This design comes from an exercise in tuning for small area on the open sky130 flow, not from production work. Only simulation tests tie the RTL to the original design; equivalence was not proved. The clock port is modelled as an ideal driver, which makes a skipped or thinned clock tree look cheaper than it is; a real chip needs a root buffer or a tree. Power and IR drop assume default switching activity.

==> design/flow/config.mk <==
export PLATFORM = sky130hd
export DESIGN_NAME = calculator
export DESIGN_NICKNAME = calculator
export VERILOG_FILES = /design/flow/design.v
export SDC_FILE = /design/flow/constraint.sdc
export NUM_CORES = 4
export LEC_CHECK = 0
export ABC_AREA = 1
export CAP_MARGIN = 20
export CORE_AREA = 2.3 2.72 61.64 61.2
export DIE_AREA = 0 0 64 64
export SLEW_MARGIN = 20
==> design/flow/constraint.sdc <==
create_clock -name core_clock -period 12.0 [get_ports {clk}]
set_input_delay 2.4000 -clock core_clock [delete_from_list [all_inputs] [get_ports {clk}]]
set_output_delay 2.4000 -clock core_clock [all_outputs]
set_load 0.01 [all_outputs]
==> design/flow/design.v <==
module calculator (
  input         clk,
  input         res,
  input  [0:15] keys,
  output [7:0]  data_lcd,
  output        send_lcd
);
reg [3:0] k;
integer j;
always @* begin
  k = 4'd0;
  for (j = 0; j < 16; j = j + 1)
    if (keys[j]) k = j;
end
wire any   = |keys;
wire digit = any & (k < 4'd10);
reg  [7:0] L;
reg  [6:0] D;
reg  [7:0] H;
reg  [2:0] op;      
reg  [1:0] c;       
reg        prev, run;
reg  [4:0] s;
wire op_none = (op == 3'b000);
wire is_addsub = op[2];
wire is_sub = op[2] & op[0];
wire is_mul = op[1] & ~op[0];
wire is_div = op[1] & op[0];
wire c11 = c[1] & c[0];
wire start = any & ~prev;
wire opkey = any & ~digit & ~(k[3:2] == 2'b11 & ~k[0]);   
wire eqkey = any & (k == 4'd14);
wire clrkey = any & (k == 4'd12);
wire take  = start & digit & ~c[1];
wire mov   = start & opkey & op_none;
wire eq   = run & ~c11 & (eqkey | s[4] | s[3] | s[2] | (s[1] & s[0]));
wire mv   = run & c11;                
wire dg   = run & ~c11 & ~eq;         
wire p0 = eq & (s[4:3] == 2'd0);
wire p1 = eq & (s[4:3] == 2'd1);
wire p2 = eq & (s[4:3] == 2'd2);
wire p3 = eq & (s[4:3] == 2'd3);
wire last0 = p0 & (s[2:0] == 3'd7);
wire fin = (eq & (s == 5'd31)) | (mv & (s[2:0] == 3'd7)) | (dg & (s[1:0] == 2'd2));
wire mulm = p0 & is_mul;
wire divm = p0 & is_div;
wire hin = ((p0 & ~op_none & ~is_mul) | p2) & L[7];
wire [7:0] Hs = {H[6:0], hin};
wire gD  = (take & c[0]) | (dg & s[1:0] == 2'd1 & c[1]) | mov |
           (last0 & ~op[1]) | (mulm & L[7]) | divm;
wire inv = (last0 & is_sub) | (divm & ~H[7]);
wire c0 = H[3] | (H[2] & (H[1] | H[0]));
wire c1 = H[7] | (H[6] & (H[5] | H[4]));
wire [7:0] Y = ({1'b0, {7{gD}} & D} ^ {8{inv}}) |
               ({8{p2}} & {1'b0, c1, c1, 2'b00, c0, c0, 1'b0}) |
               ({8{dg & s[1] & digit}} & {4'd0, k});
wire [8:0] cy;
wire [7:0] S;
assign cy[0] = inv;
genvar gi;
generate
  for (gi = 0; gi < 8; gi = gi + 1) begin : g_add
    assign S[gi] = Hs[gi] ^ Y[gi] ^ cy[gi];
    assign cy[gi+1] = (Hs[gi] & Y[gi]) | (cy[gi] & (Hs[gi] ^ Y[gi]));
  end
endgenerate
wire lin = (p1 | mv) ? H[7] : ~S[7];
wire lsh = p0 | (p1 & ~is_div) | p2 | mv;
always @(posedge clk) begin
  prev <= any;
  H <= S;
  if (lsh) L <= {L[6:0], lin};
  if (start) s <= 5'd0;
  else s <= s + 5'd1;
  if (~res) begin
    D <= 7'd0; op <= 3'd0; c <= 2'd0;
    run <= 1'b0;
  end else begin
    if (fin & ~(dg & opkey)) D <= S[6:0];
    if (take) c <= {c[0], ~c[0]};
    if (start & opkey) begin
      c <= {op_none, op_none};
      op <= {~k[2], k[2], k[1] & k[0]};   
    end
    if (start & clrkey) begin
      op <= 3'd0; c <= 2'd0;
    end
    if (start & ~(digit & c[1])) run <= 1'b1;
    if (fin) begin
      run <= 1'b0;
      if (~dg) c <= 2'd0;
      if (eq) op <= 3'd0;
    end
  end
end
reg [7:0] echo;
always @* begin
  case (k)
    4'd10: echo = 8'h2B;
    4'd11: echo = 8'h2D;
    4'd12: echo = s[1] ? 8'h6A : s[0] ? 8'h5B : 8'h1B;
    4'd13: echo = 8'h2A;
    4'd14: echo = 8'h3D;
    4'd15: echo = 8'h2F;
    default: echo = {4'h3, k};
  endcase
end
assign send_lcd = (run & (s == 5'd0)) | (dg & clrkey) | (p3 & (s[1:0] == 2'd0));
assign data_lcd = eq & s[4] ? {4'h3, H[7:4]} : echo;
endmodule
==> design/flow/flow/run.sh <==
#!/bin/bash
# The standard layout with three changes:
#  - synthesis: the standard synthesis, but with an area-oriented ABC
#    script and without the adder-cell extraction, so ABC maps all of the
#    combinational logic (the registers are the same as the standard
#    synthesis makes them); if ABC fails, the next script, then the plain
#    standard synthesis, is used;
#  - ports: buffered with the smallest buffer, buf_1;
#  - clock tree: built from CTS_CELL without dummy load cells.
set -uo pipefail
CTS_CELL=sky130_fd_sc_hd__clkbuf_4
CTS_EXTRA=""
rm -rf scripts_area
cp -r "$FLOW_HOME/scripts" scripts_area
ok=0
for a in abc1 abc2; do
  cp "flow/$a.script" scripts_area/abc_area.script
  if bash standard.sh synth SCRIPTS_DIR="$PWD/scripts_area" ABC_AREA=1 ADDER_MAP_FILE= > "synth_$a.log" 2>&1; then
    ok=1
    break
  fi
  rm -rf orfs
done
set -e
if [[ $ok == 0 ]]; then
  bash standard.sh synth > synth_standard.log 2>&1
fi
bash standard.sh finish BUFFER_PORTS_ARGS="-buffer_cell sky130_fd_sc_hd__buf_1" \
  CTS_ARGS="-sink_clustering_enable -repair_clock_nets -buf_list $CTS_CELL -dont_use_dummy_load $CTS_EXTRA" > layout.log 2>&1
==> design/flow/flow/abc1.script <==
&get -n
&st
&deepsyn -T 120
&dch -f
&nf -a -R 1000
&put
topo
dnsize -c
==> design/flow/flow/abc2.script <==
&get -n
&st
&syn2
&dch -f
&nf -a -R 1000
&put
topo
dnsize -c
==> design/flow/standard.sh <==
#!/bin/bash
# synth_recipe.tcl (not shown) runs the flow's synth.tcl, then flattens the netlist and writes it again
# the make line also repeats each setting of config.mk as NAME=value (left out here)
make -C /OpenROAD-flow-scripts/flow DESIGN_CONFIG=/design/flow/config.mk WORK_HOME=/design/flow/orfs CLKGATE_MAP_FILE= SYNTH_SCRIPT=/design/flow/synth_recipe.tcl "${@:-finish}"
==> impl_metrics.yaml, run 1 <==
placement:
  place_ws_ps: 3847
  hpwl_um: 3277
  gp_congestion: 0.9420
  portBuffers: 25
synthesis:
  synth_seq_cells: 35
  yosys_warnings: 1
  yosysSeqAreaShare_pct: 42.95
  synthCells: 202
  netlist_area_mm2: 0.001818
  avgSynthCellArea_um2: 9.000
  syn-num-nets: 220
  synthDistinctLibCells: 42
sta:
  fin_ws_ps: 4128
  hold_viol: 0
  clock.fmax_mhz: 127.0
  tightest_slew_ps: 806.0
  period_minus_slack_ps: 7872
  finClkSkew_ps: 22.72
  drv_slew: 0
  tns_ps: 0
  relSlewSlack_pct: 44.88
  finalSetupViolCount: 0
  grt_setup_unrepaired: "no"
  post-route-period-util_pct: 65.60
routing:
  via_per_inst: 5.899
  wl_um: 4278
  drt_iter0_drc: 102
  detailroute.via_count: 1634
  firstDrtPassIters: 4
  antenna_left: 0
  drc_errors: 0
  post_drt_wl_per_cell_um: 15.44
clocking:
  numCtsBuffers: 5
  post-cts-setup-buffers: 0
  cts_tree: "built"
  clk_pin_slew_ps: 100
  clk_path_buf_depth: 2
  clock-root-buffer: "clkbuf_4"
  cts-htree-levels: 2
  clk_latency_ps: 330
  hold_buffers: 0
  clock-sinks: 35
  cts_resized: 0
global_route:
  grt_pass1_wl_um: 7120
  grt.overflow.total: 0
  grt_max_degree: 13
  grt_usage_pct: 22.66
  antenna_found_initial: 0
  grt_pass1_vias: 1576
final_layout:
  drive_above_1_share_pct: 2.165
  layout.nets: 251
  diodes: 0
  syn_to_final_growth_pct: 9.979
setup_path:
  crit_type: "primary input to flip-flop"
  cp-end-kind: "flip-flop"
  critPathArrivalTime_ps: 7960
  critPathRequiredTime_ps: 12090
  cp_max_fo: 6
  critPathLaunchType: "primary input"
min_path:
  hp-class: "flip-flop to flip-flop"
job:
  maxCapViolCount: 0
pwr:
  power_density_mw_per_mm2: 100.3
  ir_drop_v: 0.00004536
  p_leak_nw: 0.7340
  finalPower_uw: 200.5
die:
  initial_utilization_pct: 53.64
  dieArea_mm2: 0.004096
  die_x_um: 64
  num_rows: 21
  pin_count: 27
  coreArea_mm2: 0.003390
  fp.dieH_um: 64
run_status:
  status: "finished clean"
[stage by stage]
step | area, µm² | hold WS (ps) | cells | utilization [%]
after floorplan | 1818 | 400.3 | 202 | -
after global placement | 1962 | 408.9 | 272 | 57.88
after detailed placement | 1962 | 406.8 | 272 | 57.88
after CTS | 1999 | 440.3 | 277 | 58.99
after global routing | 1999 | 455.0 | 277 | 58.99
final | 1999 | 434.0 | 277 | 58.99
[where the power goes]
| group | leakage (nW) | internal [mW] | switching, mW |
|---|---|---|---|
| Sequential | 0.293 | 0.123 | 0.00510 |
| Clock | 0.0230 | 0.0196 | 0.0343 |
| Combinational | 0.418 | 0.00784 | 0.0105 |
| Total | 0.734 | 0.151 | 0.0499 |
[synth_stat cells, drive strengths merged]
cell	count	area share [%]
nor3	8	2.2
and4	1	0.48
o22ai	1	0.34
clkinv	6	1.2
mux2	1	0.62
a211o	3	1.4
and3	4	1.4
and2	4	1.4
nor4	3	1.0
o21ai	13	3.6
or3	2	0.69
a21oi	11	3.0
edfxtp	8	13
nand3	7	1.9
a22o	7	3.4
xor3	3	3.9
a21o	2	0.83
o31a	1	0.48
conb	1	0.21
or4	1	0.41
nor3b	2	0.83
maj3	6	3.3
nor2	29	6.0
xnor2	8	3.9
a31o	2	0.96
dfxtp	27	30
o41ai	1	0.48
buf	1	0.41
nor4b	1	0.48
nor2b	1	0.34
xor2	3	1.4
nand2b	2	0.69
nand2	18	3.7
mux2i	1	0.55
a2111oi	1	0.48
a21boi	1	0.41
a31oi	1	0.34
o31ai	3	1.2
o21a	2	0.83
o211ai	2	0.83
o32ai	1	0.48
a211oi	2	0.83
[worst max-delay path: stages]
cell and delay [ps]:
buf_1 110, nor3_1 290, o21ai_0 190, or4_1 520, nor3_1 370, and4_1 330
nor4_1 100, a21oi_1 220, nand3_1 220, and2_0 290, a211o_1 350, maj3_1 380
maj3_1 410, maj3_1 400, maj3_1 380, maj3_1 380, maj3_1 350, xnor2_1 180
a21oi_1 80
[cells by family after synthesis]
| group | Yosys count | synth area share (%) |
|---|---|---|
| buffers and inverters | 7 | 1.652 |
| flip-flops | 35 | 42.95 |
| AND/OR/NAND/NOR | 83 | 21.54 |
| multiplexers | 2 | 1.170 |
| adder cells (fa/ha/maj) | 6 | 3.304 |
| other | 1 | 0.2063 |
| XOR/XNOR | 14 | 9.223 |
| AO/OA/AOI/OAI | 54 | 19.96 |
[sequential cells by signal (all words and copies together), names as in the netlist]
| register | cells |
|---|---|
| D | 7 |
| prev | 1 |
| s | 5 |
| op | 3 |
| H | 8 |
| L | 8 |
| c | 2 |
| run | 1 |
[final cells by class]
class	instances	area, µm²
Fill cell	331	1390
Tap cell	46	57.56
Inverter	6	22.52
Sequential cell	35	780.7
Multi-Input combinational cell	160	1007
Timing Repair Buffer	25	93.84
Clock buffer	5	37.54
[cells in the final DEF (no fill, tap or decap), types with 2 or more instances in the layout]
cell type	count
maj3_1	6
xnor2_1	8
a21o_1	2
buf_1	25
nand2_1	18
dfxtp_1	27
a211o_1	3
and3_1	4
a31o_1	2
xor2_1	3
a211oi_1	2
nor3b_1	2
o21a_1	2
edfxtp_1	8
clkinv_1	6
clkbuf_4	5
or3_1	2
o31ai_1	3
a22o_1	7
and2_0	4
o21ai_0	13
nand3_1	7
nor4_1	3
a21oi_1	11
nor3_1	8
nand2b_1	2
nor2_1	29
o211ai_1	2
xor3_1	3
[worst paths after layout]
path                            startpoint    to  slack, ps  cells past startpoint
worst max-delay path              keys[12]  L[0]       4130                     19
worst min register to register        L[2]  L[3]        430                      0
worst max register to register        c[1]  L[0]       6980                     14
worst min-delay path                  L[2]  L[3]        430                      0
[metal layers]
metal / routed length, µm / track usage [%] / up-vias / part of all wire, %
li1: - / - / 803 / -
met1: 1976 / 29.60 / 770 / 46
met2: 2038 / 37.11 / 54 / 48
met3: 211 / 5.458 / 7 / 4.9
met4: 51 / 6.793 / 0 / 1.2
met5: 0 / 0 / - / 0
==> run 2, diff against run 1 <==
--- a/design/flow/design.v
+++ b/design/flow/design.v
@@ -37,16 +37,16 @@
 wire mv   = run & c11;                
 wire dg   = run & ~c11 & ~eq;         
 wire p0 = eq & (s[4:3] == 2'd0);
-wire p1 = eq & (s[4:3] == 2'd1);
-wire p2 = eq & (s[4:3] == 2'd2);
-wire p3 = eq & (s[4:3] == 2'd3);
+wire p1 = run & (s[4:3] == 2'd1);
+wire p2 = run & (s[4:3] == 2'd2);
+wire p3 = run & (s[4:3] == 2'd3);
 wire last0 = p0 & (s[2:0] == 3'd7);
-wire fin = (eq & (s == 5'd31)) | (mv & (s[2:0] == 3'd7)) | (dg & (s[1:0] == 2'd2));
+wire fin = (run & (s == 5'd31)) | (mv & (s[2:0] == 3'd7)) | (dg & s[1]);
 wire mulm = p0 & is_mul;
 wire divm = p0 & is_div;
 wire hin = ((p0 & ~op_none & ~is_mul) | p2) & L[7];
 wire [7:0] Hs = {H[6:0], hin};
-wire gD  = (take & c[0]) | (dg & s[1:0] == 2'd1 & c[1]) | mov |
+wire gD  = (take & c[0]) | (dg & s[0] & c[1]) | mov |
            (last0 & ~op[1]) | (mulm & L[7]) | divm;
 wire inv = (last0 & is_sub) | (divm & ~H[7]);
 wire c0 = H[3] | (H[2] & (H[1] | H[0]));
@@ -89,7 +89,7 @@
     if (fin) begin
       run <= 1'b0;
       if (~dg) c <= 2'd0;
-      if (eq) op <= 3'd0;
+      if (s[4]) op <= 3'd0;
     end
   end
 end
@@ -105,6 +105,6 @@
     default: echo = {4'h3, k};
   endcase
 end
-assign send_lcd = (run & (s == 5'd0)) | (dg & clrkey) | (p3 & (s[1:0] == 2'd0));
-assign data_lcd = eq & s[4] ? {4'h3, H[7:4]} : echo;
+assign send_lcd = (run & (s == 5'd0)) | (run & clrkey) | (p3 & (s[1:0] == 2'd0));
+assign data_lcd = s[4] ? {4'h3, H[7:4]} : echo;    
 endmodule
==> design/flow/flow/run.sh (replaced) <==
#!/bin/bash
# The standard layout with three changes:
#  - synthesis: the standard synthesis (standard.sh synth), but with an
#    area-oriented ABC script (flow/abc_area.script) and without the adder-cell
#    extraction, so that ABC maps all of the combinational logic. The registers
#    are the ones the standard synthesis makes. ABC's deepsyn is randomized, so
#    eight syntheses with different seeds run, four at a time (each in
#    try<seed>/, with its own log), and the smallest netlist is laid out. If all
#    fail, a plain area script, then the unchanged standard synthesis, is used.
#  - ports: buffered with the smallest buffer, buf_1.
#  - clock tree: clkbuf_4 buffers, without dummy load cells.
set -uo pipefail
here=$PWD
best=""
bestarea=""
for sd in 1 2 3 4 5 6 7 8; do
  rm -rf "try$sd"; mkdir -p "try$sd"
  cp -r "$FLOW_HOME/scripts" "try$sd/scripts"
  sed "s/@SEED@/$sd/" flow/abc_area.script > "try$sd/scripts/abc_area.script"
  sed "s#WORK_HOME=[^ ]*#WORK_HOME=$here/try$sd/orfs#" standard.sh > "try$sd/standard.sh"
  ( bash "try$sd/standard.sh" synth SCRIPTS_DIR="$here/try$sd/scripts" ADDER_MAP_FILE= > "try$sd/synth.log" 2>&1; echo $? > "try$sd/rc" ) &
  if [[ $sd == 4 ]]; then wait; fi
done
wait
for sd in 1 2 3 4 5 6 7 8; do
  stat="try$sd/orfs/reports/$FLOW_PLATFORM/calculator/base/synth_stat.txt"
  if [[ "$(cat try$sd/rc)" == 0 && -f "$stat" ]]; then
    a=$(grep "Chip area for module" "$stat" | tail -1 | awk '{print $NF}')
    echo "seed $sd: area $a" >> synth_choice.log
    if [[ -z "$best" ]] || awk -v a="$a" -v b="$bestarea" 'BEGIN{exit !(a < b)}'; then best=$sd; bestarea=$a; fi
  else
    echo "seed $sd: failed" >> synth_choice.log
  fi
done
rm -rf orfs
if [[ -n "$best" ]]; then
  echo "chosen: seed $best ($bestarea)" >> synth_choice.log
  mv "try$best/orfs" orfs
else
  rm -rf scripts_area; cp -r "$FLOW_HOME/scripts" scripts_area
  cp flow/abc_fallback.script scripts_area/abc_area.script
  if ! bash standard.sh synth SCRIPTS_DIR="$here/scripts_area" ADDER_MAP_FILE= > synth_fallback.log 2>&1; then
    rm -rf orfs
    bash standard.sh synth > synth_standard.log 2>&1
  fi
fi
set -e
bash standard.sh finish BUFFER_PORTS_ARGS="-buffer_cell sky130_fd_sc_hd__buf_1" \
  CTS_ARGS="-sink_clustering_enable -repair_clock_nets -buf_list sky130_fd_sc_hd__clkbuf_4 -dont_use_dummy_load" > layout.log 2>&1
==> design/flow/flow/abc_area.script (new file) <==
&get -n
&st
&deepsyn -T 30 -S @SEED@
&dch -f
&nf -a -R 1000
&put
topo
dnsize -c
==> design/flow/flow/abc_fallback.script (new file) <==
&get -n
&st
&syn2
&dch -f
&nf -a -R 1000
&put
topo
dnsize -c
removed: design/flow/flow/abc1.script
removed: design/flow/flow/abc2.script
==> run 2 against run 1 <==
  * Synthesized cell count grew 5.4%
  * Die area unchanged
  * Critical path depth grew 3
  * Synthesized area decreased by 0.76%
  * Sequential share of layout area grew 0.27 points
  * Flip-flop and latch count did not move
  * Combinational power increased by 91%
  * Final cell count is 4.0% higher
  * Power up 12%
  * Register-to-register slack improved by 90 ps
  * Non-clock buffer count is the same
  * Critical endpoint unchanged
==> impl_metrics.yaml, run 2 <==
pwr:
  power_density_mw_per_mm2: 113.2
  p_int_uw: 158.1
  ir_drop_v: 0.00005673
  p_seq_share_pct: 60.1
  swShare_pct: 29.70
  p_leak_nw: 0.6995
  combPwrFrac_pct: 15.7
  clkPwrFrac_pct: 24.2
  p_sw_uw: 66.78
synthesis:
  yosysTopAreaCellShare_pct: 29.96
  synth_xor_xnor_area_share_pct: 7.282
  synth_seq_cells: 35
  synth_area_leaders: "dfxtp_1 (30%), edfxtp_1 (13%), nor2_1 (6.7%)"
  avgSynthCellArea_um2: 8.471
  synth-async-reset-ratio_pct: 0
  synthDistinctLibCells: 38
  synth-simple-area-share_pct: 24.48
  synth_top_family_by_area: "simple AND/OR/NAND/NOR gates"
  netlist_area_mm2: 0.001804
  yosysSeqAreaShare_pct: 43.27
  yosysMostFrequentCell: "nor2_1"
  synthCells: 213
  synth_top_flop_cell: "dfxtp_1"
  synth_compound_area_share_pct: 19.42
  synthMuxAreaShare_pct: 1.734
  synth_edf_count: 8
  synth_common_cells: "nor2_1 (32), dfxtp_1 (27), a21oi_1 (23)"
  yosys.area_share.adder_pct: 1.110
  syn-num-nets: 231
  yosys_warnings: 1
  yosysTopAreaCell: "dfxtp_1"
global_route:
  grt_max_degree: 18
  grt_pass1_wl_um: 6906
  antenna_found_initial: 0
  grt_pass1_vias: 1567
  grt.overflow.total: 0
  grt_usage_pct: 21.76
setup_path:
  crit_type: "primary input to flip-flop"
  critPathLaunchType: "primary input"
  critPathRequiredTime_ps: 12100
  cp_max_fo: 8
  critPathArrivalTime_ps: 7290
  cp-end-kind: "flip-flop"
run_status:
  status: "finished clean"
routing:
  met1_length_um: 1911
  antenna_left: 0
  wl_met2_um: 1852
  drc_errors: 0
  top_layer: "met4"
  drt_iter0_drc: 114
  detailroute.via_count: 1639
  firstDrtPassIters: 4
  wl_um: 4046
  via_per_inst: 5.691
  post_drt_wl_per_cell_um: 14.05
  met3_length_um: 209
sta:
  relSlewSlack_pct: 32.95
  tightest_slew_ps: 996.6
  period_minus_slack_ps: 7190
  hold_viol: 0
  fin_ws_ps: 4810
  grt_setup_unrepaired: "no"
  drv_slew: 0
  timing.hold.ws_ps: 429.2
  tns_ps: 0
  post-route-period-util_pct: 59.92
  finClkSkew_ps: 24.89
  finalSetupViolCount: 0
  clock.fmax_mhz: 139.1
die:
  die_x_um: 64
  num_rows: 21
  dieArea_mm2: 0.004096
  initial_utilization_pct: 53.23
  pin_count: 27
  coreArea_mm2: 0.003390
  fp.dieH_um: 64
min_path:
  hp-class: "flip-flop to flip-flop"
final_layout:
  final_cell_mix: "nor2_1 (32), dfxtp_1 (27), buf_1 (25)"
  layout.nets: 262
  diodes: 0
  largestRegisters: "H: 8 flops, L: 8 flops, D: 7 flops"
  fill_cells: 335
  syn_to_final_growth_pct: 10.06
  layout_commonest_cell: "nor2_1"
  drive_above_1_share_pct: 2.066
  fin_util_pct: 58.58
clocking:
  post-cts-setup-buffers: 0
  clk_path_buf_depth: 2
  cts_resized: 0
  clk_pin_slew_ps: 110
  clk_latency_ps: 340
  clock-root-buffer: "clkbuf_4"
  numCtsBuffers: 5
  cts-htree-levels: 2
  clock-sinks: 35
  cts_tree: "built"
  hold_buffers: 0
placement:
  gp_congestion: 0.8244
  place_ws_ps: 4495
  hpwl_um: 3070
  portBuffers: 25
job:
  maxCapViolCount: 0
==> run 2: changes by cell type in the layout (fill, tap and decap cells not counted), sizes merged, moves of 3 or more <==
cell	change
a211o	-3
a21oi	+12
clkinv	+4
maj3	-4
nand2	-3
nand2b	+3
nand3	-4
nor2	+3
nor2b	+5
xnor2	+4
xor3	-3
==> run 2: worst paths after layout <==
check,startpoint,endpoint,slack (ps),cells past startpoint
setup reg to reg,s[4],L[0],7070,18
hold reg to reg,L[3],L[4],430,0
setup / recovery,keys[13],L[0],4810,22
hold / removal,L[3],L[4],430,0
==> run 2: layer usage <==
layer  vias to the layer above  global-route usage, %
met5                         -                      0
met4                         0                  10.05
met3                         8                  4.401
met2                        43                  34.77
met1                       764                  28.23
li1                        824                      -
==> run 2: final cells by class <==
| cell class | count | area, µm² | share of cell area, % |
|---|---|---|---|
| Clock buffer | 5 | 37.54 | 1.890 |
| Timing Repair Buffer | 25 | 93.84 | 4.726 |
| Inverter | 10 | 37.54 | 1.890 |
| Multi-Input combinational cell | 167 | 978.4 | 49.28 |
| Tap cell | 46 | 57.56 | 2.899 |
| Sequential cell | 35 | 780.7 | 39.32 |
==> run 2: logic make-up (layout without fill, tap and decap cells) <==
family          Yosys count  after routing
buf+inv                  11             40
flops                    35             35
compound gates           56             56
fa+ha+maj                 2              2
other cells               1              1
xor+xnor                 15             15
mux                       3              3
simple gates             90             90
==> run 2: stage by stage <==
stage / std cells / total power, mW / cell area (µm²)
after floorplan: 213 / 0.1566 / 1804
after global placement: 283 / 0.1718 / 1948
after detailed placement: 283 / 0.1723 / 1948
after CTS: 288 / 0.2259 / 1986
after global routing: 288 / 0.2362 / 1986
final: 288 / 0.2249 / 1986
==> run 2: power by group through the flow <==
| stage | sequential [mW] | combinational [mW] | clock, mW |
|---|---|---|---|
| floorplan | 0.134 | 0.0227 | 0 |
| global placement | 0.137 | 0.0348 | 0 |
| detailed placement | 0.137 | 0.0350 | 0 |
| CTS | 0.135 | 0.0354 | 0.0560 |
| global route | 0.136 | 0.0389 | 0.0611 |
| finish | 0.135 | 0.0352 | 0.0545 |
==> run 2: worst max-delay path, stage by stage <==
cell	delay, ps
buf_1	180
nor2_1	90
a21oi_1	190
nand2b_1	130
or4_1	440
nor3_1	300
and4_1	290
nor2_1	150
a41oi_1	280
o311ai_0	190
and2_0	290
a2111oi_0	680
xnor2_1	220
nor2b_1	180
o21ai_0	130
nand2_1	130
nor2b_1	50
a21oi_1	180
a21oi_1	140
maj3_1	360
xor2_1	200
a21oi_1	80
==> run 3, diff against run 2 <==
--- a/design/flow/flow/run.sh
+++ b/design/flow/flow/run.sh
@@ -4,25 +4,24 @@
 #    area-oriented ABC script (flow/abc_area.script) and without the adder-cell
 #    extraction, so that ABC maps all of the combinational logic. The registers
 #    are the ones the standard synthesis makes. ABC's deepsyn is randomized, so
-#    eight syntheses with different seeds run, four at a time (each in
-#    try<seed>/, with its own log), and the smallest netlist is laid out. If all
-#    fail, a plain area script, then the unchanged standard synthesis, is used.
+#    four syntheses with different seeds run side by side (each in try<seed>/,
+#    with its own log) and the smallest netlist is laid out. If all fail, a
+#    plain area script, then the unchanged standard synthesis, is used.
 #  - ports: buffered with the smallest buffer, buf_1.
 #  - clock tree: clkbuf_4 buffers, without dummy load cells.
 set -uo pipefail
 here=$PWD
 best=""
 bestarea=""
-for sd in 1 2 3 4 5 6 7 8; do
+for sd in 1 2 3 4; do
   rm -rf "try$sd"; mkdir -p "try$sd"
   cp -r "$FLOW_HOME/scripts" "try$sd/scripts"
   sed "s/@SEED@/$sd/" flow/abc_area.script > "try$sd/scripts/abc_area.script"
   sed "s#WORK_HOME=[^ ]*#WORK_HOME=$here/try$sd/orfs#" standard.sh > "try$sd/standard.sh"
   ( bash "try$sd/standard.sh" synth SCRIPTS_DIR="$here/try$sd/scripts" ADDER_MAP_FILE= > "try$sd/synth.log" 2>&1; echo $? > "try$sd/rc" ) &
-  if [[ $sd == 4 ]]; then wait; fi
 done
 wait
-for sd in 1 2 3 4 5 6 7 8; do
+for sd in 1 2 3 4; do
   stat="try$sd/orfs/reports/$FLOW_PLATFORM/calculator/base/synth_stat.txt"
   if [[ "$(cat try$sd/rc)" == 0 && -f "$stat" ]]; then
     a=$(grep "Chip area for module" "$stat" | tail -1 | awk '{print $NF}')
==> design/flow/flow/abc_area.script (replaced) <==
&get -n
&st
&deepsyn -T 100 -S @SEED@
&dch -f
&nf -a -R 1000
&put
topo
dnsize -c
==> run 3 against run 2 <==
  * Non-clock buffer count unchanged
  * Combinational power increased by 5%
  * Final cell count decreased by 4.5%
  * Synthesized cell count fell by 6.1%
  * Routed wire length up 2.6%
  * Via count increased by 1.4%
  * Critical endpoint unchanged
  * First-iteration DRC count grew 18%
  * Utilization shrank 0.11 points
  * Synthesized area is 0.21% lower
  * Clock power decreased by 1%
  * Clock skew down 7.5 ps
==> impl_metrics.yaml, run 3 <==
run_status:
  status: "finished clean"
routing:
  wl_um: 4152
  post_drt_wl_per_cell_um: 15.10
  antenna_left: 0
  drc_errors: 0
  firstDrtPassIters: 4
  detailroute.via_count: 1662
  via_per_inst: 6.044
  drt_iter0_drc: 134
synthesis:
  synth_seq_cells: 35
  synth_area_leaders: "dfxtp_1 (30%), edfxtp_1 (13%), nor2_1 (5.6%)"
  synthCells: 200
  syn-num-nets: 218
  synth_compound_area_share_pct: 20.71
  synth-async-reset-ratio_pct: 0
  synth_top_flop_cell: "dfxtp_1"
  netlist_area_mm2: 0.001800
  synth-simple-area-share_pct: 20.29
  yosys.area_share.adder_pct: 3.336
  synth_edf_count: 8
  yosysTopAreaCell: "dfxtp_1"
  synth_top_family_by_area: "compound AO/OA/AOI/OAI gates"
  synthMuxAreaShare_pct: 0.6254
  synth_common_cells: "dfxtp_1 (27), nor2_1 (27), nand2_1 (25)"
  yosys_warnings: 1
  yosysTopAreaCellShare_pct: 30.02
  synth_xor_xnor_area_share_pct: 9.590
  synthDistinctLibCells: 39
  avgSynthCellArea_um2: 9.002
  yosysSeqAreaShare_pct: 43.36
clocking:
  clk_pin_slew_ps: 100
  cts-htree-levels: 2
  clock-sinks: 35
  clk_latency_ps: 340
  post-cts-setup-buffers: 0
  clk_path_buf_depth: 2
  cts_tree: "built"
  clock-root-buffer: "clkbuf_4"
  cts_resized: 0
  numCtsBuffers: 5
  hold_buffers: 0
die:
  pin_count: 27
  fp.dieH_um: 64
  num_rows: 21
  dieArea_mm2: 0.004096
  coreArea_mm2: 0.003390
  initial_utilization_pct: 53.12
  die_x_um: 64
sta:
  tightest_slew_ps: 740.5
  period_minus_slack_ps: 7266
  grt_setup_unrepaired: "no"
  finClkSkew_ps: 17.41
  relSlewSlack_pct: 50.53
  drv_slew: 0
  post-route-period-util_pct: 60.55
  tns_ps: 0
  hold_viol: 0
  finalSetupViolCount: 0
  clock.fmax_mhz: 137.6
pwr:
  power_density_mw_per_mm2: 113.6
  p_leak_nw: 0.7152
  ir_drop_v: 0.00005529
final_layout:
  final_cell_mix: "dfxtp_1 (27), nor2_1 (27), nand2_1 (25), buf_1 (25), a21oi_1 (14)"
  instances_no_fill: 275
  drive_above_1_share_pct: 2.183
  layout.nets: 249
  diodes: 0
  syn_to_final_growth_pct: 10.08
  largestRegisters: "H: 8 flops, L: 8 flops, D: 7 flops"
global_route:
  grt_usage_pct: 22.32
  grt.overflow.total: 0
  grt_max_degree: 13
  antenna_found_initial: 0
  grt_pass1_wl_um: 7038
  grt_pass1_vias: 1500
job:
  maxCapViolCount: 0
setup_path:
  critPathLaunchType: "primary input"
  critPathRequiredTime_ps: 12090
  cp_max_fo: 5
  cp-end-kind: "flip-flop"
  rrSetupSlack_ps: 6330
  critPathArrivalTime_ps: 7360
  crit_type: "primary input to flip-flop"
placement:
  hpwl_um: 3253
  place_inst: 270
  gp_congestion: 0.8806
  portBuffers: 25
min_path:
  hp-class: "flip-flop to flip-flop"
-- run 3: cell count changes in the layout (fill, tap and decap cells not counted), moves of 4 or more --
cell      previous run  this run
a21oi_1             23        14
nand2b_1             5         1
nor2_1              32        27
nand2_1             15        25
nor2b_1              6         1
maj3_1               2         6
-- run 3: worst max-delay path, stage by stage --
cell and delay (ps):
buf_1 130, nor2_1 90, a211oi_1 440, nand2_1 230, nor3_1 230, and4_1 270, nor4_1 90, a21oi_1 230
a31oi_1 160, a2111o_1 470, maj3_1 380, maj3_1 400, maj3_1 380, maj3_1 400, maj3_1 400, maj3_1 370
xnor2_1 190, a21oi_1 90
-- run 3: logic make-up after synthesis --
kind of cell,Yosys count
other,1
muxes,1
adders and majority gates,6
and+or+nand+nor,81
DFF,35
xor gates and xnor gates,13
AOI/OAI and AO/OA,55
buffers and inverters,8
-- run 3: worst paths after layout --
| check | start | endpoint | cells past startpoint |
|---|---|---|---|
| min reg2reg | L[0] | L[1] | 0 |
| max | keys[12] | L[0] | 18 |
| max reg2reg | s[4] | L[0] | 15 |
| min | L[0] | L[1] | 0 |
-- run 3: per-stage QoR --
step                utilization, %  power (mW)  instance area [µm²]  hold slack, ps  setup WS [ps]
CTS                          58.47      0.2248                 1982           445.5           4779
global route                 58.47      0.2364                 1982           454.8           4404
detailed placement           57.36      0.1731                 1944           406.4           4415
finish                       58.47      0.2252                 1982           439.0           4734
floorplan                        -      0.1571                 1800           400.3           4989
global placement             57.36      0.1732                 1944           411.2           4610
-- run 3: final cells by class --
cell class / instances / area (µm²)
fillers: 315 / 1408
multi-input cells: 157 / 985.9
repair buffers: 25 / 93.84
flip-flops and latches: 35 / 780.7
well taps: 46 / 57.56
inverters: 7 / 26.28
clock buffers: 5 / 37.54
-- run 3: layer usage --
metal / wire [µm] / track usage, % / up-vias / share of wire (%)
met5: 0 / 0 / - / 0
met4: 75 / 7.337 / 0 / 1.8
met3: 243 / 4.225 / 11 / 5.9
met2: 1993 / 36.07 / 63 / 48
met1: 1839 / 30.06 / 786 / 44
li1: - / - / 802 / -
-- run 3: where the power goes --
part / switching [mW] / internal, mW
sequential: 0.0104 / 0.124
clock: 0.0344 / 0.0195
combinational: 0.0232 / 0.0136
==> run 4, diff against run 3 <==
--- a/design/flow/flow/run.sh
+++ b/design/flow/flow/run.sh
@@ -4,24 +4,28 @@
 #    area-oriented ABC script (flow/abc_area.script) and without the adder-cell
 #    extraction, so that ABC maps all of the combinational logic. The registers
 #    are the ones the standard synthesis makes. ABC's deepsyn is randomized, so
-#    four syntheses with different seeds run side by side (each in try<seed>/,
-#    with its own log) and the smallest netlist is laid out. If all fail, a
+#    the synthesis runs with twelve seeds, four at a time (each in try<seed>/,
+#    with its own log), and the smallest netlist is laid out. If all fail, a
 #    plain area script, then the unchanged standard synthesis, is used.
 #  - ports: buffered with the smallest buffer, buf_1.
 #  - clock tree: clkbuf_4 buffers, without dummy load cells.
 set -uo pipefail
 here=$PWD
+SEEDS="1 2 3 4 5 6 7 8 9 10 11 12"
 best=""
 bestarea=""
-for sd in 1 2 3 4; do
+n=0
+for sd in $SEEDS; do
   rm -rf "try$sd"; mkdir -p "try$sd"
   cp -r "$FLOW_HOME/scripts" "try$sd/scripts"
   sed "s/@SEED@/$sd/" flow/abc_area.script > "try$sd/scripts/abc_area.script"
   sed "s#WORK_HOME=[^ ]*#WORK_HOME=$here/try$sd/orfs#" standard.sh > "try$sd/standard.sh"
   ( bash "try$sd/standard.sh" synth SCRIPTS_DIR="$here/try$sd/scripts" ADDER_MAP_FILE= > "try$sd/synth.log" 2>&1; echo $? > "try$sd/rc" ) &
+  n=$((n + 1))
+  if (( n % 4 == 0 )); then wait; fi
 done
 wait
-for sd in 1 2 3 4; do
+for sd in $SEEDS; do
   stat="try$sd/orfs/reports/$FLOW_PLATFORM/calculator/base/synth_stat.txt"
   if [[ "$(cat try$sd/rc)" == 0 && -f "$stat" ]]; then
     a=$(grep "Chip area for module" "$stat" | tail -1 | awk '{print $NF}')
==> design/flow/flow/abc_area.script (replaced) <==
&get -n
&st
&deepsyn -J 500 -T 300 -S @SEED@
&dch -f
&nf -a -R 1000
&put
topo
dnsize -c
==> run 4 against run 3 <==
  * Setup slack unchanged
  * Design area stayed put
  * Die area unchanged
  * Still clean
  * Synthesized cell count stayed put
  * Utilization is the same
  * Sequential power about the same
  * Critical endpoint unchanged
  * Synthesized area did not move
  * Clock skew is the same
  * Largest power group unchanged
  * Maximum frequency unchanged
  * Via count unchanged
  * Critical path depth unchanged
  * Non-clock buffer count unchanged
==> impl_metrics.yaml, run 4 <==
synthesis:
  avgSynthCellArea_um2: 9.002
  synthCells: 200
  synth_area_leaders: "dfxtp_1 (30%), edfxtp_1 (13%), nor2_1 (5.6%)"
  synth_common_cells: "dfxtp_1 (27), nor2_1 (27), nand2_1 (25)"
  synth_seq_cells: 35
  yosysTopAreaCellShare_pct: 30.02
  yosys_warnings: 1
  synth-async-reset-ratio_pct: 0
  netlist_area_mm2: 0.001800
  synthDistinctLibCells: 39
  synth_edf_count: 8
  yosysSeqAreaShare_pct: 43.36
  yosysTopAreaCell: "dfxtp_1"
  synth_top_flop_cell: "dfxtp_1"
  syn-num-nets: 218
clocking:
  cts_resized: 0
  hold_buffers: 0
  numCtsBuffers: 5
  cts-htree-levels: 2
  clock-root-buffer: "clkbuf_4"
  clock-sinks: 35
  cts_tree: "built"
  clk_latency_ps: 340
  post-cts-setup-buffers: 0
  clk_pin_slew_ps: 100
  clk_path_buf_depth: 2
global_route:
  grt.overflow.total: 0
  grt_usage_pct: 22.32
  grt_pass1_vias: 1500
  grt_max_degree: 13
  antenna_found_initial: 0
  grt_pass1_wl_um: 7038
die:
  coreArea_mm2: 0.003390
  initial_utilization_pct: 53.12
  dieArea_mm2: 0.004096
  num_rows: 21
  fp.dieH_um: 64
  die_x_um: 64
  pin_count: 27
setup_path:
  critPathLaunchType: "primary input"
  cp_max_fo: 5
  cp-end-kind: "flip-flop"
  crit_type: "primary input to flip-flop"
  critPathRequiredTime_ps: 12090
  critPathArrivalTime_ps: 7360
routing:
  wl_um: 4152
  detailroute.via_count: 1662
  via_per_inst: 6.044
  drc_errors: 0
  antenna_left: 0
  drt_iter0_drc: 134
  firstDrtPassIters: 4
  post_drt_wl_per_cell_um: 15.10
sta:
  relSlewSlack_pct: 50.53
  drv_slew: 0
  tightest_slew_ps: 740.5
  finalSetupViolCount: 0
  hold_viol: 0
  clock.fmax_mhz: 137.6
  grt_setup_unrepaired: "no"
  finClkSkew_ps: 17.41
  tns_ps: 0
  post-route-period-util_pct: 60.55
  period_minus_slack_ps: 7266
  timing.hold.ws_ps: 439.0
placement:
  hpwl_um: 3253
  gp_congestion: 0.8806
  place_inst: 270
  portBuffers: 25
final_layout:
  instances_no_fill: 275
  drive_above_1_share_pct: 2.183
  largestRegisters: "H: 8 flops, L: 8 flops, D: 7 flops"
  fill_cells: 315
  final_cell_mix: "dfxtp_1 (27), nor2_1 (27), nand2_1 (25), buf_1 (25), a21oi_1 (14)"
  layout.nets: 249
  syn_to_final_growth_pct: 10.08
  diodes: 0
pwr:
  p_leak_nw: 0.7152
  ir_drop_v: 0.00005529
  power_density_mw_per_mm2: 113.6
run_status:
  status: "finished clean"
min_path:
  hp-class: "flip-flop to flip-flop"
job:
  maxCapViolCount: 0
## run 4: cell counts in the layout (fill, tap and decap cells not counted)
Identical to the previous run, type by type.
## run 4: per-stage QoR
step           cell area, µm²  util, %  power [mW]  worst slack [ps]
2_1_floorplan            1800        -      0.1571              4989
3_3_place_gp             1944    57.36      0.1732              4610
3_5_place_dp             1944    57.36      0.1731              4415
4_1_cts                  1982    58.47      0.2248              4779
5_1_grt                  1982    58.47      0.2364              4404
6_report                 1982    58.47      0.2252              4734
## run 4: final timing paths
check	start	endpoint	slack, ps	cells after the start
worst min register to register	L[0]	L[1]	440	0
worst min-delay path	L[0]	L[1]	440	0
worst max-delay path	keys[12]	L[0]	4730	18
worst max register to register	s[4]	L[0]	6330	15
## run 4: worst max-delay path, stage by stage
cell and delay (ps):
buf_1 130, nor2_1 90, a211oi_1 440, nand2_1 230, nor3_1 230, and4_1 270, nor4_1 90, a21oi_1 230
a31oi_1 160, a2111o_1 470, maj3_1 380, maj3_1 400, maj3_1 380, maj3_1 400, maj3_1 400, maj3_1 370
xnor2_1 190, a21oi_1 90
## run 4: cells by family after synthesis
logic type,after synthesis,share of synthesized area (%)
xor+xnor,13,9.590
buf+inv,8,1.877
simple gates,81,20.29
mux,1,0.6254
flops,35,43.36
fa+ha+maj,6,3.336
compound gates,55,20.71
other cells,1,0.2083
## run 4: cell type report
class                           instances  area [µm²]  share of cell area (%)
Sequential cell                        35       780.7                   39.39
Inverter                                7       26.28                   1.326
Timing Repair Buffer                   25       93.84                   4.735
Multi-Input combinational cell        157       985.9                   49.75
Tap cell                               46       57.56                   2.904
Clock buffer                            5       37.54                   1.894
## run 4: per-layer routing
metal	GRT usage (%)	up-vias	part of all wire, %
li1	-	802	-
met1	30.06	786	44
met2	36.07	63	48
met3	4.225	11	5.9
met4	7.337	0	1.8
met5	0	-	0
## run 4: report_power, final
part / switching (mW) / internal, mW
clock network: 0.0344 / 0.0195
logic: 0.0232 / 0.0136
registers: 0.0104 / 0.124
==> run 5, diff against run 4 <==
--- a/design/flow/design.v
+++ b/design/flow/design.v
@@ -21,7 +21,8 @@
 reg  [1:0] c;       
 reg        prev, run;
 reg  [4:0] s;
-wire op_none = (op == 3'b000);
+wire op_none = (op[2:1] == 2'b00);
+wire fresh = op_none & op[0];
 wire is_addsub = op[2];
 wire is_sub = op[2] & op[0];
 wire is_mul = op[1] & ~op[0];
@@ -46,8 +47,8 @@
 wire divm = p0 & is_div;
 wire hin = ((p0 & ~op_none & ~is_mul) | p2) & L[7];
 wire [7:0] Hs = {H[6:0], hin};
-wire gD  = (take & c[0]) | (dg & s[0] & c[1]) | mov |
-           (last0 & ~op[1]) | (mulm & L[7]) | divm;
+wire gD  = (take & c[0]) | (dg & s[0] & c[1]) | (mov & ~fresh) |
+           (last0 & ~op[1] & ~fresh) | (mulm & L[7]) | divm;
 wire inv = (last0 & is_sub) | (divm & ~H[7]);
 wire c0 = H[3] | (H[2] & (H[1] | H[0]));
 wire c1 = H[7] | (H[6] & (H[5] | H[4]));
@@ -73,10 +74,11 @@
   if (start) s <= 5'd0;
   else s <= s + 5'd1;
   if (~res) begin
-    D <= 7'd0; op <= 3'd0; c <= 2'd0;
+    op <= 3'b001; c <= 2'd0;
     run <= 1'b0;
   end else begin
     if (fin & ~(dg & opkey)) D <= S[6:0];
+    if (take & fresh) op <= 3'd0;
     if (take) c <= {c[0], ~c[0]};
     if (start & opkey) begin
       c <= {op_none, op_none};
==> run 5 against run 4 <==
  * Setup slack better by 330 ps
  * Final cell count up 0.36%
  * Power up 0.89%
  * Critical endpoint unchanged
  * Largest power group unchanged
==> impl_metrics.yaml, run 5 <==
run_status:
  status: "finished clean"
sta:
  finalSetupViolCount: 0
  tns_ps: 0
  fin_ws_ps: 5060
  timing.hold.ws_ps: 432.2
  tightest_slew_ps: 914.7
  finClkSkew_ps: 25.28
  drv_slew: 0
  hold_viol: 0
  grt_setup_unrepaired: "no"
  relSlewSlack_pct: 38.73
  period_minus_slack_ps: 6940
  clock.fmax_mhz: 144.1
  post-route-period-util_pct: 57.83
final_layout:
  final_cell_mix: "nor2_1 (30), buf_1 (25), nand2_1 (21)"
  layout.nets: 250
  fin_util_pct: 59.21
  layout_commonest_cell: "nor2_1"
  syn_to_final_growth_pct: 9.938
  drive_above_1_share_pct: 2.174
  diodes: 0
  instances_no_fill: 276
  largestRegisters: "H: 8 flops, L: 8 flops, D: 7 flops"
routing:
  via_per_inst: 5.732
  drt_iter0_drc: 152
  antenna_left: 0
  post_drt_wl_per_cell_um: 15.12
  wl_um: 4174
  drc_errors: 0
  detailroute.via_count: 1582
  firstDrtPassIters: 4
synthesis:
  yosysTopAreaCellShare_pct: 24.67
  netlist_area_mm2: 0.001826
  avgSynthCellArea_um2: 9.082
  synthDistinctLibCells: 40
  synth_area_leaders: "edfxtp_1 (25%), dfxtp_1 (22%), nor2_1 (6.2%)"
  synth_seq_cells: 35
  synth_common_cells: "nor2_1 (30), nand2_1 (21), dfxtp_1 (20)"
  yosys_warnings: 1
  yosysTopAreaCell: "edfxtp_1"
  synthCells: 201
  synth-async-reset-ratio_pct: 0
  syn-num-nets: 219
  synth_edf_count: 15
  synth_top_flop_cell: "dfxtp_1"
  yosysSeqAreaShare_pct: 46.61
  yosysMostFrequentCell: "nor2_1"
placement:
  gp_congestion: 0.8823
  hpwl_um: 3274
  portBuffers: 25
  place_inst: 271
  place_ws_ps: 4755
die:
  num_rows: 21
  coreArea_mm2: 0.003390
  initial_utilization_pct: 53.86
  dieArea_mm2: 0.004096
  fp.dieH_um: 64
  die_x_um: 64
  pin_count: 27
pwr:
  power_density_mw_per_mm2: 113.2
  p_leak_nw: 0.6868
  ir_drop_v: 0.00008055
setup_path:
  cp-end-kind: "flip-flop"
  critPathRequiredTime_ps: 12110
  crit_type: "primary input to flip-flop"
  critPathArrivalTime_ps: 7050
  worstPathCellList: "buf_1, nor2_1, nand3_1, nor3_1, and4_1, nor4_1, nand2_1, nand3_1, and2_0, a21o_1, maj3_1, nand2_1, o21ai_0, maj3_1, maj3_1, maj3_1, xor2_1, a21oi_1, xnor2_1, a21oi_1"
  critPathLaunchType: "primary input"
  crit_top_cell: "maj3_1"
  cp_max_fo: 7
  max_stage_delay_ps: 400
  critPathSlowestCell: "maj3_1"
clocking:
  hold_buffers: 0
  clock-root-buffer: "clkbuf_4"
  cts_resized: 0
  clock-sinks: 35
  post-cts-setup-buffers: 0
  cts-htree-levels: 2
  clk_latency_ps: 350
  clk_path_buf_depth: 2
  clk_pin_slew_ps: 110
  numCtsBuffers: 5
  cts_tree: "built"
job:
  maxCapViolCount: 0
global_route:
  grt_pass1_wl_um: 7031
  grt_usage_pct: 22.92
  grt_max_degree: 17
  grt.overflow.total: 0
  grt_pass1_vias: 1557
  antenna_found_initial: 0
min_path:
  hp-class: "flip-flop to flip-flop"
run 5: cell count changes in the layout (fill, tap and decap cells not counted), moves of 4 or more:
cell / change
a21o_1: +4
a21oi_1: -7
dfxtp_1: -7
nand3_1: +5
nand2_1: -4
o21ai_0: +4
a22o_1: -4
edfxtp_1: +7
xor2_1: +4
run 5: per-layer routing:
| layer | up-vias | wire [µm] | GRT usage (%) |
|---|---|---|---|
| met1 | 731 | 1839 | 27.14 |
| met2 | 46 | 1959 | 36.46 |
| li1 | 785 | - | - |
| met4 | 0 | 163 | 13.04 |
| met3 | 20 | 212 | 7.394 |
| met5 | - | 0 | 0 |
run 5: final timing paths:
path / cells past startpoint / to / slack (ps) / from
max: 20 / L[0] / 5060 / keys[12]
min: 0 / L[1] / 430 / L[0]
max reg2reg: 18 / L[0] / 7360 / s[4]
min reg2reg: 0 / L[1] / 430 / L[0]
run 5: where the power goes:
part           switching (mW)  internal (mW)  total [mW]  leakage (nW)
combinational          0.0229         0.0142      0.0370         0.365
sequential            0.00952          0.127       0.136         0.299
clock                  0.0343         0.0195      0.0538        0.0230
run 5: per-stage QoR:
step           area, µm²  power (mW)
2_1_floorplan       1826      0.1591
3_5_place_dp        1969      0.1756
4_1_cts             2007      0.2295
6_report            2007      0.2272
3_3_place_gp        1969      0.1754
5_1_grt             2007      0.2405
run 5: final cells by class:
type	count	area [µm²]
sequential	35	850.8
fill	306	1383
inverter	9	33.78
tap	46	57.56
multi-input combinational	156	933.4
clock buffer	5	37.54
timing repair buffer	25	93.84
run 5: cells by family (layout without fill, tap and decap cells):
group           count (synthesis)  count (layout)  synth area share (%)
compound gates                 47              47                 16.86
xor+xnor                       17              17                 9.732
fa+ha+maj                       4               4                 2.193
buf+inv                        10              39                 2.262
flops                          35              35                 46.61
mux                             1               1                0.5483
other cells                     1               1                0.2054
simple gates                   86              86                 21.59
run 5: critical path: cells and delay by family:
kind            cells  cell delay (ps)
xor+xnor            2              420
simple gates        9             2000
fa+ha+maj           4             1580
compound gates      4              550
buf+inv             1               90
==> run 6, diff against run 5 <==
--- a/design/flow/design.v
+++ b/design/flow/design.v
@@ -21,8 +21,7 @@
 reg  [1:0] c;       
 reg        prev, run;
 reg  [4:0] s;
-wire op_none = (op[2:1] == 2'b00);
-wire fresh = op_none & op[0];
+wire op_none = (op == 3'b000);
 wire is_addsub = op[2];
 wire is_sub = op[2] & op[0];
 wire is_mul = op[1] & ~op[0];
@@ -47,8 +46,8 @@
 wire divm = p0 & is_div;
 wire hin = ((p0 & ~op_none & ~is_mul) | p2) & L[7];
 wire [7:0] Hs = {H[6:0], hin};
-wire gD  = (take & c[0]) | (dg & s[0] & c[1]) | (mov & ~fresh) |
-           (last0 & ~op[1] & ~fresh) | (mulm & L[7]) | divm;
+wire gD  = (take & c[0]) | (dg & s[0] & c[1]) | mov |
+           (last0 & ~op[1]) | (mulm & L[7]) | divm;
 wire inv = (last0 & is_sub) | (divm & ~H[7]);
 wire c0 = H[3] | (H[2] & (H[1] | H[0]));
 wire c1 = H[7] | (H[6] & (H[5] | H[4]));
@@ -74,11 +73,10 @@
   if (start) s <= 5'd0;
   else s <= s + 5'd1;
   if (~res) begin
-    op <= 3'b001; c <= 2'd0;
+    D <= 7'd0; op <= 3'd0; c <= 2'd0;
     run <= 1'b0;
   end else begin
     if (fin & ~(dg & opkey)) D <= S[6:0];
-    if (take & fresh) op <= 3'd0;
     if (take) c <= {c[0], ~c[0]};
     if (start & opkey) begin
       c <= {op_none, op_none};
--- a/design/flow/flow/run.sh
+++ b/design/flow/flow/run.sh
@@ -11,7 +11,7 @@
 #  - clock tree: clkbuf_4 buffers, without dummy load cells.
 set -uo pipefail
 here=$PWD
-SEEDS="1 2 3 4 5 6 7 8 9 10 11 12"
+SEEDS="2"
 best=""
 bestarea=""
 n=0
@@ -49,4 +49,5 @@
 fi
 set -e
 bash standard.sh finish BUFFER_PORTS_ARGS="-buffer_cell sky130_fd_sc_hd__buf_1" \
-  CTS_ARGS="-sink_clustering_enable -repair_clock_nets -buf_list sky130_fd_sc_hd__clkbuf_4 -dont_use_dummy_load" > layout.log 2>&1
+  CTS_ARGS="-sink_clustering_enable -repair_clock_nets -buf_list sky130_fd_sc_hd__clkbuf_4 -dont_use_dummy_load" \
+  POST_CTS_TCL="$here/flow/onebuf.tcl" ONEBUF_CELL=sky130_fd_sc_hd__clkbuf_16 > layout.log 2>&1
==> design/flow/flow/onebuf.tcl (new file) <==
# Collapse the clock tree CTS built into its root buffer alone: every sink of the
# leaf buffers moves to the root buffer's output, and the leaf buffers go.
set db [ord::get_db]
set block [ord::get_db_block]
set clkport_net [$block findNet clk]
set root ""
foreach it [$clkport_net getITerms] { if {[$it isInputSignal]} { set root [$it getInst] } }
set rootout [[$root findITerm X] getNet]
set leaves {}
foreach it [$rootout getITerms] {
  if {[$it isInputSignal] && [string match "*clkbuf*" [[[$it getInst] getMaster] getName]]} { lappend leaves [$it getInst] }
}
foreach leaf $leaves {
  set lnet [[$leaf findITerm X] getNet]
  set sinks {}
  foreach it [$lnet getITerms] { if {[$it isInputSignal]} { lappend sinks $it } }
  foreach it $sinks { $it disconnect; $it connect $rootout }
  [$leaf findITerm A] disconnect
  [$leaf findITerm X] disconnect
  odb::dbInst_destroy $leaf
  odb::dbNet_destroy $lnet
}
$root swapMaster [$db findMaster $::env(ONEBUF_CELL)]
puts "ONEBUF: removed [llength $leaves] leaf buffers, root [$root getName] is $::env(ONEBUF_CELL)"
# put the buffer at the centre of its sinks; detailed placement legalizes it
set sx 0; set sy 0; set n 0
foreach it [$rootout getITerms] {
  if {[$it isInputSignal]} { set b [[$it getInst] getBBox]; set sx [expr {$sx + ([$b xMin]+[$b xMax])/2}]; set sy [expr {$sy + ([$b yMin]+[$b yMax])/2}]; incr n }
}
$root setLocation [expr {$sx / $n}] [expr {$sy / $n}]
$root setPlacementStatus PLACED
detailed_placement
==> run 6 against run 5 <==
  * Routed wire length grew 2.5%
  * Sequential share of layout area down 2.7 points
  * Still clean on timing, DRC and antenna
  * Critical path depth decreased by 2
  * Synthesized area shrank 1.4%
  * Non-clock buffer count did not move
  * Largest power group unchanged
  * Sequential power is essentially flat
  * Setup slack lost 520 ps
  * Utilization down 1.1 points
  * Design area fell by 1.9%
  * Clock power shrank 17%
  * Hold slack better by 14 ps
  * Highest routed layer unchanged
  * Clock skew decreased by 20 ps
==> impl_metrics.yaml, run 6 <==
run_status:
  status: "finished clean"
final_layout:
  syn_to_final_growth_pct: 9.382
  final_cell_mix: "dfxtp_1 (27), nor2_1 (27), nand2_1 (25), buf_1 (25), a21oi_1 (14)"
  largestRegisters: "H: 8 flops, L: 8 flops, D: 7 flops"
  layout.nets: 245
  drive_above_1_share_pct: 0.4444
  diodes: 0
  fin_util_pct: 58.10
placement:
  hpwl_um: 3253
  portBuffers: 25
  place_ws_ps: 4415
  gp_congestion: 0.8806
routing:
  drc_errors: 0
  post_drt_wl_per_cell_um: 15.78
  via_per_inst: 6.177
  firstDrtPassIters: 7
  wl_um: 4277
  detailroute.via_count: 1674
  antenna_left: 0
  drt_iter0_drc: 201
setup_path:
  startpoint: "keys[12]"
  crit_top_cell: "maj3_1"
  worstPathCellList: "buf_1, nor2_1, a211oi_1, nand2_1, nor3_1, and4_1, nor4_1, a21oi_1, a31oi_1, a2111o_1, maj3_1, maj3_1, maj3_1, maj3_1, maj3_1, maj3_1, xnor2_1, a21oi_1"
  max_stage_delay_ps: 480
  critPathSlowestCell: "a2111o_1"
  cpLargestDelayFamily: "adder cells"
  cp_num_buf_inv: 1
  critPathRequiredTime_ps: 11930
  critPathArrivalTime_ps: 7400
  cp_max_fo: 5
  crit_type: "primary input to flip-flop"
  rr_startpoint: "s[4]"
  critPathLaunchType: "primary input"
  cp-end-kind: "flip-flop"
clocking:
  clk_pin_slew_ps: 120
  clock-sinks: 35
  clk_latency_ps: 180
die:
  fp.dieH_um: 64
  coreArea_mm2: 0.003390
  initial_utilization_pct: 53.12
  num_rows: 21
  die_x_um: 64
  pin_count: 27
  dieArea_mm2: 0.004096
job:
  maxCapViolCount: 0
pwr:
  clkPwrFrac_pct: 20.6
  p_int_uw: 153.4
  p_seq_share_pct: 62.5
  power_density_mw_per_mm2: 110.0
  p_sw_uw: 63.29
  p_leak_nw: 0.7045
  finalPower_uw: 216.7
  swShare_pct: 29.21
  combPwrFrac_pct: 16.9
  ir_drop_v: 0.00007243
sta:
  clock.fmax_mhz: 134.0
  fin_ws_ps: 4537
  post-route-period-util_pct: 62.19
  finClkSkew_ps: 4.939
  relSlewSlack_pct: 51.68
  grt_setup_unrepaired: "no"
  period_minus_slack_ps: 7463
  hold_viol: 0
  drv_slew: 0
  finalSetupViolCount: 0
  timing.hold.ws_ps: 445.9
  tns_ps: 0
  tightest_slew_ps: 723.3
synthesis:
  avgSynthCellArea_um2: 9.002
  synth_top_family_by_area: "compound AO/OA/AOI/OAI gates"
  yosysSeqAreaShare_pct: 43.36
  syn-num-nets: 218
  synthCells: 200
  yosys.area_share.adder_pct: 3.336
  synthDistinctLibCells: 39
  synth_common_cells: "dfxtp_1 (27), nor2_1 (27), nand2_1 (25)"
  synth_top_flop_cell: "dfxtp_1"
  synth_edf_count: 8
  yosysTopAreaCell: "dfxtp_1"
  yosys_warnings: 1
  synth-async-reset-ratio_pct: 0
  yosysTopAreaCellShare_pct: 30.02
  synth_xor_xnor_area_share_pct: 9.590
  synthMuxAreaShare_pct: 0.6254
  synth_compound_area_share_pct: 20.71
  netlist_area_mm2: 0.001800
  synth_area_leaders: "dfxtp_1 (30%), edfxtp_1 (13%), nor2_1 (5.6%)"
  synth-simple-area-share_pct: 20.29
  synth_seq_cells: 35
global_route:
  grt_usage_pct: 24.28
  grt_pass1_wl_um: 7107
  antenna_found_initial: 0
  grt_max_degree: 36
  grt_pass1_vias: 1498
  grt.overflow.total: 0
min_path:
  holdCritStartpoint: "L[0]"
  hp-class: "flip-flop to flip-flop"
-- run 6: changes by cell type in the layout (fill, tap and decap cells not counted), moves of 3 or more --
| cell | previous run | this run |
|---|---|---|
| a21o_1 | 4 | 0 |
| a21oi_1 | 7 | 14 |
| a22o_1 | 3 | 7 |
| clkbuf_4 | 5 | 0 |
| dfxtp_1 | 20 | 27 |
| edfxtp_1 | 15 | 8 |
| nand2_1 | 21 | 25 |
| nand3_1 | 10 | 5 |
| nor2_1 | 30 | 27 |
| o21ai_0 | 15 | 11 |
| xor2_1 | 4 | 0 |
-- run 6: metal layers --
layer	vias up	global-route usage (%)	part of all wire, %	wire, µm
li1	789	-	-	-
met1	774	33.67	40	1715
met2	100	40.89	49	2083
met3	11	4.401	9.4	400
met4	0	2.446	1.8	77
met5	-	0	0	0
-- run 6: power by group through the flow --
| stage | Sequential (mW) | Combinational, mW | Clock, mW |
|---|---|---|---|
| after floorplan | 0.133 | 0.0239 | 0 |
| after global placement | 0.137 | 0.0362 | 0 |
| after detailed placement | 0.137 | 0.0364 | 0 |
| after global routing | 0.136 | 0.0412 | 0.0489 |
| final | 0.135 | 0.0366 | 0.0447 |
-- run 6: cell families after synthesis --
logic type | after synthesis
AOI/OAI and AO/OA | 55
xor gates and xnor gates | 13
adders and majority gates | 6
buffers and inverters | 8
DFF | 35
muxes | 1
other | 1
and+or+nand+nor | 81
-- run 6: area by class of cell --
class,instances,area (µm²)
Sequential cell,35,780.7
Timing Repair Buffer,25,93.84
Multi-Input combinational cell,157,985.9
Clock buffer,1,25.02
Fill cell,317,1420
Tap cell,46,57.56
Inverter,7,26.28
-- run 6: metrics by stage --
step / instances / instance area, µm²
2_1_floorplan: 200 / 1800
3_3_place_gp: 270 / 1944
3_5_place_dp: 270 / 1944
5_1_grt: 271 / 1969
6_report: 271 / 1969
-- run 6: path summary, 6_finish.rpt --
| kind | endpoint | slack, ps | cells past startpoint |
|---|---|---|---|
| max | L[0] | 4540 | 18 |
| min | L[1] | 450 | 0 |
| max reg2reg | L[0] | 6220 | 15 |
| min reg2reg | L[1] | 450 | 0 |
==> run 7, diff against run 6 <==
--- a/design/flow/flow/run.sh
+++ b/design/flow/flow/run.sh
@@ -8,10 +8,13 @@
 #    with its own log), and the smallest netlist is laid out. If all fail, a
 #    plain area script, then the unchanged standard synthesis, is used.
 #  - ports: buffered with the smallest buffer, buf_1.
-#  - clock tree: clkbuf_4 buffers, without dummy load cells.
+#  - clock tree: CTS builds it from clkbuf_4 buffers without dummy load cells;
+#    then flow/onebuf.tcl (POST_CTS_TCL) collapses it into its root buffer,
+#    sized to clkbuf_16 and moved to the centre of the flip-flops, which drives
+#    every flip-flop's clock pin (the clock port feeds only that buffer).
 set -uo pipefail
 here=$PWD
-SEEDS="2"
+SEEDS="1 2 3 4 5 6 7 8 9 10 11 12"
 best=""
 bestarea=""
 n=0
==> run 7 against run 6 <==
  * Power did not move
  * Synthesized cell count did not move
  * Routed wire length unchanged
  * Sequential share of layout area is the same
  * Non-clock buffer count did not move
  * Synthesized area did not move
  * Maximum frequency unchanged
  * Global-route usage did not move
==> impl_metrics.yaml, run 7 <==
clocking:
  clk_latency_ps: 180
  clk_pin_slew_ps: 120
  clock-sinks: 35
synthesis:
  yosysTopAreaCell: "dfxtp_1"
  synth_top_flop_cell: "dfxtp_1"
  synth_edf_count: 8
  syn-num-nets: 218
  yosysTopAreaCellShare_pct: 30.02
  netlist_area_mm2: 0.001800
  synthDistinctLibCells: 39
  yosysSeqAreaShare_pct: 43.36
  yosys_warnings: 1
  synth_seq_cells: 35
  synth_common_cells: "dfxtp_1 (27), nor2_1 (27), nand2_1 (25)"
  synthCells: 200
  synth-async-reset-ratio_pct: 0
  synth_area_leaders: "dfxtp_1 (30%), edfxtp_1 (13%), nor2_1 (5.6%)"
  avgSynthCellArea_um2: 9.002
global_route:
  grt_pass1_wl_um: 7107
  grt_pass1_vias: 1498
  antenna_found_initial: 0
  grt_usage_pct: 24.28
  grt_max_degree: 36
  grt.overflow.total: 0
placement:
  hpwl_um: 3253
  gp_congestion: 0.8806
  portBuffers: 25
  place_inst: 270
pwr:
  p_leak_nw: 0.7045
  power_density_mw_per_mm2: 110.0
  ir_drop_v: 0.00007243
sta:
  tns_ps: 0
  drv_slew: 0
  clock.fmax_mhz: 134.0
  post-route-period-util_pct: 62.19
  finalSetupViolCount: 0
  timing.hold.ws_ps: 445.9
  tightest_slew_ps: 723.3
  finClkSkew_ps: 4.939
  period_minus_slack_ps: 7463
  hold_viol: 0
  relSlewSlack_pct: 51.68
  grt_setup_unrepaired: "no"
routing:
  via_per_inst: 6.177
  antenna_left: 0
  drt_iter0_drc: 201
  firstDrtPassIters: 7
  wl_um: 4277
  post_drt_wl_per_cell_um: 15.78
  drc_errors: 0
  detailroute.via_count: 1674
final_layout:
  syn_to_final_growth_pct: 9.382
  instances_no_fill: 271
  diodes: 0
  drive_above_1_share_pct: 0.4444
  layout.nets: 245
  largestRegisters: "H: 8 flops, L: 8 flops, D: 7 flops"
  fin_util_pct: 58.10
  fill_cells: 317
  final_cell_mix: "dfxtp_1 (27), nor2_1 (27), nand2_1 (25), buf_1 (25), a21oi_1 (14)"
die:
  coreArea_mm2: 0.003390
  fp.dieH_um: 64
  pin_count: 27
  die_x_um: 64
  dieArea_mm2: 0.004096
  initial_utilization_pct: 53.12
  num_rows: 21
setup_path:
  cp_max_fo: 5
  critPathArrivalTime_ps: 7400
  cp-end-kind: "flip-flop"
  crit_type: "primary input to flip-flop"
  critPathLaunchType: "primary input"
  critPathRequiredTime_ps: 11930
job:
  maxCapViolCount: 0
min_path:
  hp-class: "flip-flop to flip-flop"
run_status:
  status: "finished clean"
## run 7: cell counts in the layout (fill, tap and decap cells not counted)
Identical to the previous run, type by type.
## run 7: layout make-up
type | count | area [µm²] | area share (%)
multi-input combinational | 157 | 985.9 | 50.06
sequential | 35 | 780.7 | 39.64
timing repair buffer | 25 | 93.84 | 4.765
tap | 46 | 57.56 | 2.922
inverter | 7 | 26.28 | 1.334
clock buffer | 1 | 25.02 | 1.271
## run 7: cell families after synthesis
family                   count (synthesis)  synth area share [%]
adder cells (fa/ha/maj)                  6                 3.336
other                                    1                0.2083
AO/OA/AOI/OAI                           55                 20.71
flip-flops                              35                 43.36
buffers and inverters                    8                 1.877
AND/OR/NAND/NOR                         81                 20.29
XOR/XNOR                                13                 9.590
multiplexers                             1                0.6254
## run 7: worst max-delay path, stage by stage
cell and delay [ps]:
buf_1 130, nor2_1 90, a211oi_1 450, nand2_1 240, nor3_1 230, and4_1 280, nor4_1 90, a21oi_1 230
a31oi_1 160, a2111o_1 480, maj3_1 380, maj3_1 400, maj3_1 380, maj3_1 400, maj3_1 400, maj3_1 370
xnor2_1 190, a21oi_1 90
## run 7: path summary, 6_finish.rpt
| kind | from | endpoint | slack, ps | depth (start not counted) |
|---|---|---|---|---|
| worst max register to register | s[4] | L[0] | 6220 | 15 |
| worst min register to register | L[0] | L[1] | 450 | 0 |
| worst max-delay path | keys[12] | L[0] | 4540 | 18 |
| worst min-delay path | L[0] | L[1] | 450 | 0 |
## run 7: through the flow
| step | area [µm²] | power (mW) | setup WS (ps) |
|---|---|---|---|
| final | 1969 | 0.2167 | 4537 |
| after global routing | 1969 | 0.2258 | 4237 |
| after global placement | 1944 | 0.1732 | 4610 |
| after detailed placement | 1944 | 0.1731 | 4415 |
| after floorplan | 1800 | 0.1571 | 4989 |
## run 7: per-layer routing
metal  vias up  global-route usage, %  wire [µm]
li1        789                      -          -
met1       774                  33.67       1715
met2       100                  40.89       2083
met3        11                  4.401        400
met4         0                  2.446         77
met5         -                      0          0
## run 7: where the power goes
group	switching, mW	internal [mW]	leakage [nW]	total, mW
registers	0.0113	0.124	0.298	0.135
clock network	0.0290	0.0157	0.0123	0.0447
logic	0.0230	0.0136	0.394	0.0366
total	0.0633	0.153	0.705	0.217

[static timing again, ports no longer ideal]
No port has a modelled driver above. Below, the same layouts with a new extraction and two added sets of constraints.
Step 1, drivers: a clkbuf_16 drives clk and a buf_2 each remaining input, both assumed.
Step 2 times the ports against the registers' clock, not the clock port: input delays grow and output delays shrink by t, the midpoint of the rising clock arrivals with the driver on.
a / b / c = ideal / step 1 / step 2; a / b = the first two.
run | t (ns) | setup slack, ns | worst hold slack (ns)
run 1 | 0.342 | 4.128 / 4.133 / 3.792 | 0.434 / 0.434 / 0.434
run 2 | 0.350 | 4.810 / 4.811 / 4.461 | 0.429 / 0.429 / 0.429
run 3 | 0.357 | 4.734 / 4.737 / 4.380 | 0.439 / 0.439 / 0.439
run 4 | 0.357 | 4.734 / 4.737 / 4.380 | 0.439 / 0.439 / 0.439
run 5 | 0.357 | 5.060 / 5.056 / 4.698 | 0.432 / 0.432 / 0.432
run 6 | 0.208 | 4.537 / 4.546 / 4.338 | 0.446 / 0.446 / 0.446
run 7 | 0.208 | 4.537 / 4.546 / 4.338 | 0.446 / 0.446 / 0.446
After both steps every run listed still meets setup and hold. For run 5, which loses most, drivers alone change the setup slack by -0.004 ns; drivers and shift together by -0.362 ns.
